This design comes from an exercise in tuning for a short achievable clock period and few clock cycles on the open sky130 flow, not from production work.
Only simulation tests tie the RTL to the original design; equivalence was not proved.
No activity file was given, so power comes from the tool's default toggle rates.

==> inputs of cedar <==
==> flow/design.v (excerpt) <==
module Main_Controller(
  input clk, reset,
  output [9:0] imem_addr,        
  input [31:0] imem_data,        
  output [9:0] dmem_addr,        
  output dmem_we,                
  output [31:0] dmem_wdata,      
  input [31:0] dmem_rdata        
);
Settings: LEC_CHECK=0, ABC_CLOCK_PERIOD_IN_PS=3500, CAP_MARGIN=20, CORE_MARGIN=2, CORE_UTILIZATION=40, PLACE_DENSITY=0.6, SETUP_SLACK_MARGIN=5, SLEW_MARGIN=20, TNS_END_PERCENT=100; clock period 9.0 ns.
run.sh (not shown) runs the stock make flow with config.mk's settings and CLKGATE_MAP_FILE= SYNTH_SCRIPT=/design/flow/synth_recipe.tcl, a recipe that flattens the netlist after the stock synthesis.
==> raven (differences from cedar) <==
--- a/flow/design.v
+++ b/flow/design.v
@@ -3,38 +3,84 @@
   input [31:0] C,                
   input Sub,                     
   input [4:0] Shamt,             
   input [5:0] Sel,               
   output [31:0] Result
 );
-  wire [31:0] sum = A + C;
-  wire [31:0] dif = A - C;
-  wire lt = (A[31] & ~C[31]) | (~(A[31] ^ C[31]) & dif[31]);
+  wire [31:0] sum, dif;
+  Adder S0(.A(A), .B(C), .Cin(1'b0), .S(sum));
+  Adder S1(.A(A), .B(~C), .Cin(1'b1), .S(dif));
+  wire lt, eq;
+  Compare C0(.A(A), .B(C), .Lt(lt), .Eq(eq));
   assign Result = ({32{Sel[0] & ~Sub}} & sum) |
                   ({32{Sel[0] & Sub}} & dif) |
                   ({32{Sel[1]}} & (A & C)) |
                   ({32{Sel[2]}} & (A | C)) |
                   ({32{Sel[3]}} & (A << Shamt)) |
                   ({32{Sel[4]}} & (A >> Shamt)) |
                   ({32{Sel[5]}} & {31'd0, lt});
 endmodule
+module Adder(
+  input [31:0] A,
+  input [31:0] B,
+  input Cin,
+  output [31:0] S
+);
+  wire [31:0] p = A ^ B;
+  reg [31:0] g, t;
+  integer k, s;
+  always @(*) begin
+    g = A & B;
+    t = p;
+    g[0] = g[0] | (p[0] & Cin);
+    for (s = 1; s < 32; s = s * 2)
+      for (k = 31; k >= 0; k = k - 1)
+        if ((k & s) != 0) begin
+          g[k] = g[k] | (t[k] & g[(k & ~(s - 1)) - 1]);
+          t[k] = t[k] & t[(k & ~(s - 1)) - 1];
+        end
+  end
+  assign S = p ^ {g[30:0], Cin};
+endmodule
 module Branching(
   input [31:0] A,
   input [31:0] B,
   input [5:0] Br,                
   input Pred,                    
   output Taken,
   output Mispredict
 );
-  wire eq = (A == B);
-  wire lt = $signed(A) < $signed(B);
+  wire eq, lt;
+  Compare C0(.A(A), .B(B), .Lt(lt), .Eq(eq));
   wire gt = ~lt & ~eq;
   assign Taken = (Br[0] & eq) | (Br[1] & ~eq) | (Br[2] & gt) |
                  (Br[3] & ~lt) | (Br[4] & lt) | (Br[5] & ~gt);
   assign Mispredict = (|Br) & (Taken ^ Pred);
 endmodule
+module Compare(
+  input [31:0] A,
+  input [31:0] B,
+  output Lt,                     
+  output Eq
+);
+  wire [31:0] a = {~A[31], A[30:0]};
+  wire [31:0] b = {~B[31], B[30:0]};
+  reg [31:0] l, e;
+  integer k, s;
+  always @(*) begin
+    l = ~a & b;
+    e = ~(a ^ b);
+    for (s = 1; s < 32; s = s * 2)
+      for (k = 0; k < 32; k = k + 2 * s) begin
+        l[k] = l[k + s] | (e[k + s] & l[k]);
+        e[k] = e[k + s] & e[k];
+      end
+  end
+  assign Lt = l[0];
+  assign Eq = e[0];
+endmodule
 module Decode(
   input [31:0] Instruction,
   output Is_Jump,                
   output Is_Jr,
   output Reg_Write,
   output Rd_Dest,                
@@ -216,13 +262,16 @@
   );
   wire d_isbr = |d_br;
   wire [31:0] w_rs = (w_we && w_rd == rs) ? w_data : Register_Data[rs];
   wire [31:0] w_rt = (w_we && w_rd == rt) ? w_data : Register_Data[rt];
   wire fwd_a = e_fwd && e_rd == rs;
   wire [31:0] rf_a = fwd_a ? wb_data : w_rs;
-  wire [9:0] addr_w = w_rs[9:0] + I[9:0];
+  wire [5:0] aw_lo = {1'b0, w_rs[4:0]} + {1'b0, I[4:0]};
+  wire [4:0] aw_h0 = w_rs[9:5] + I[9:5];
+  wire [4:0] aw_h1 = w_rs[9:5] + I[9:5] + 5'd1;
+  wire [9:0] addr_w = {aw_lo[5] ? aw_h1 : aw_h0, aw_lo[4:0]};
   wire [9:0] cs_s = e_a[9:0] ^ e_c[9:0] ^ I[9:0];
   wire [9:0] cs_c = (e_a[9:0] & e_c[9:0]) | (e_a[9:0] & I[9:0]) | (e_c[9:0] & I[9:0]);
   wire [9:0] addr_s = cs_s + {cs_c[8:0], 1'b0};
   wire [9:0] addr_l = ld_data[9:0] + I[9:0];
   wire [9:0] addr_e = e_lw ? addr_l : addr_s;
   wire stall = e_we && e_rd == rs && (d_lw | d_sw) && !e_lw && !e_sum;
--- a/flow/config.mk
+++ b/flow/config.mk
@@ -5,11 +5,11 @@
 export SDC_FILE = /design/flow/constraint.sdc
 export NUM_CORES = 4
 export LEC_CHECK = 0
 export ABC_CLOCK_PERIOD_IN_PS = 3500
 export CAP_MARGIN = 20
 export CORE_MARGIN = 2
-export CORE_UTILIZATION = 40
-export PLACE_DENSITY = 0.6
+export CORE_UTILIZATION = 55
+export PLACE_DENSITY = 0.72
 export SETUP_SLACK_MARGIN = 5
 export SLEW_MARGIN = 20
 export TNS_END_PERCENT = 100
==> comparison <==
raven passed the timing, DRC and antenna checks. cedar produced a clean layout.
Maximum frequency: cedar is smaller than raven (7.3%).
Between cedar and raven, the lower sequential power is in raven (gap about 8%, measured against raven).
Power: raven is lower than cedar (17%).
Of raven and cedar, raven has the higher non-clock buffer count (gap 88).
Against raven, the clock skew of cedar is higher by 0.0098 ns.
In raven the wire length is lower than in cedar, by about 3%.
==> figures <==
item                                                                            raven                    cedar
Drt total wl                                                                617000 um                637000 um
Non-clk invs                                                                      257                      276
Maximum number of pins on one net before global-route repair                      108                      112
Result of the run                                             complete, no violations  complete, no violations
Post-CTS Repair Setup Buffers                                                     211                      172
R2r startpoint                                                        e_a[27]$_DFF_P_           e_c[4]$_DFF_P_
Top pwr grp                                                                 registers      combinational logic
Kind of start point of the critical path                                   input port                 register
Area grow syn2layout                                                            15.7%                    16.2%
Share of synthesized area occupied by flip-flops and latches                    51.7%                    52.0%
WL met2                                                                     256000 um                280000 um
Total inserted antenna cells                                                       68                       74
Layout non-clock buf frac                                                       5.43%                    5.00%
Testbench counts of cedar, summed over its fixed seeds: cycles 46,299.
Testbench counts of raven, summed over its fixed seeds: cycles 46,299.

## static timing again, ports no longer ideal
The results above use ideal ports. As a check the final layouts listed here were re-extracted and re-timed, cells and wires unchanged. Step 1 assumes that a clkbuf_16 drives the clock port and a buf_2 every other input. Step 2, shift: input delay + t, output delay - t, t = (earliest + latest rising clock arrival at the registers) / 2. This alone moves slack from input paths to output paths. Three values: no drivers, after step 1, after step 2; two values: the first two.
| run | t, ns | slack for setup (ns) | clock arrival spread, ns | worst slew at a driven data input, ns |
|---|---|---|---|---|
| cedar | 1.041 | 4.201 / 4.041 / 3.000 | 0.058 / 0.058 | 0.61 |
| raven | 1.046 | 4.551 / 4.216 / 3.169 | 0.055 / 0.055 | 0.64 |
After both steps every run listed still meets setup and hold. For raven, which loses most, drivers alone change the setup slack by -0.335 ns; drivers and shift together by -1.382 ns.
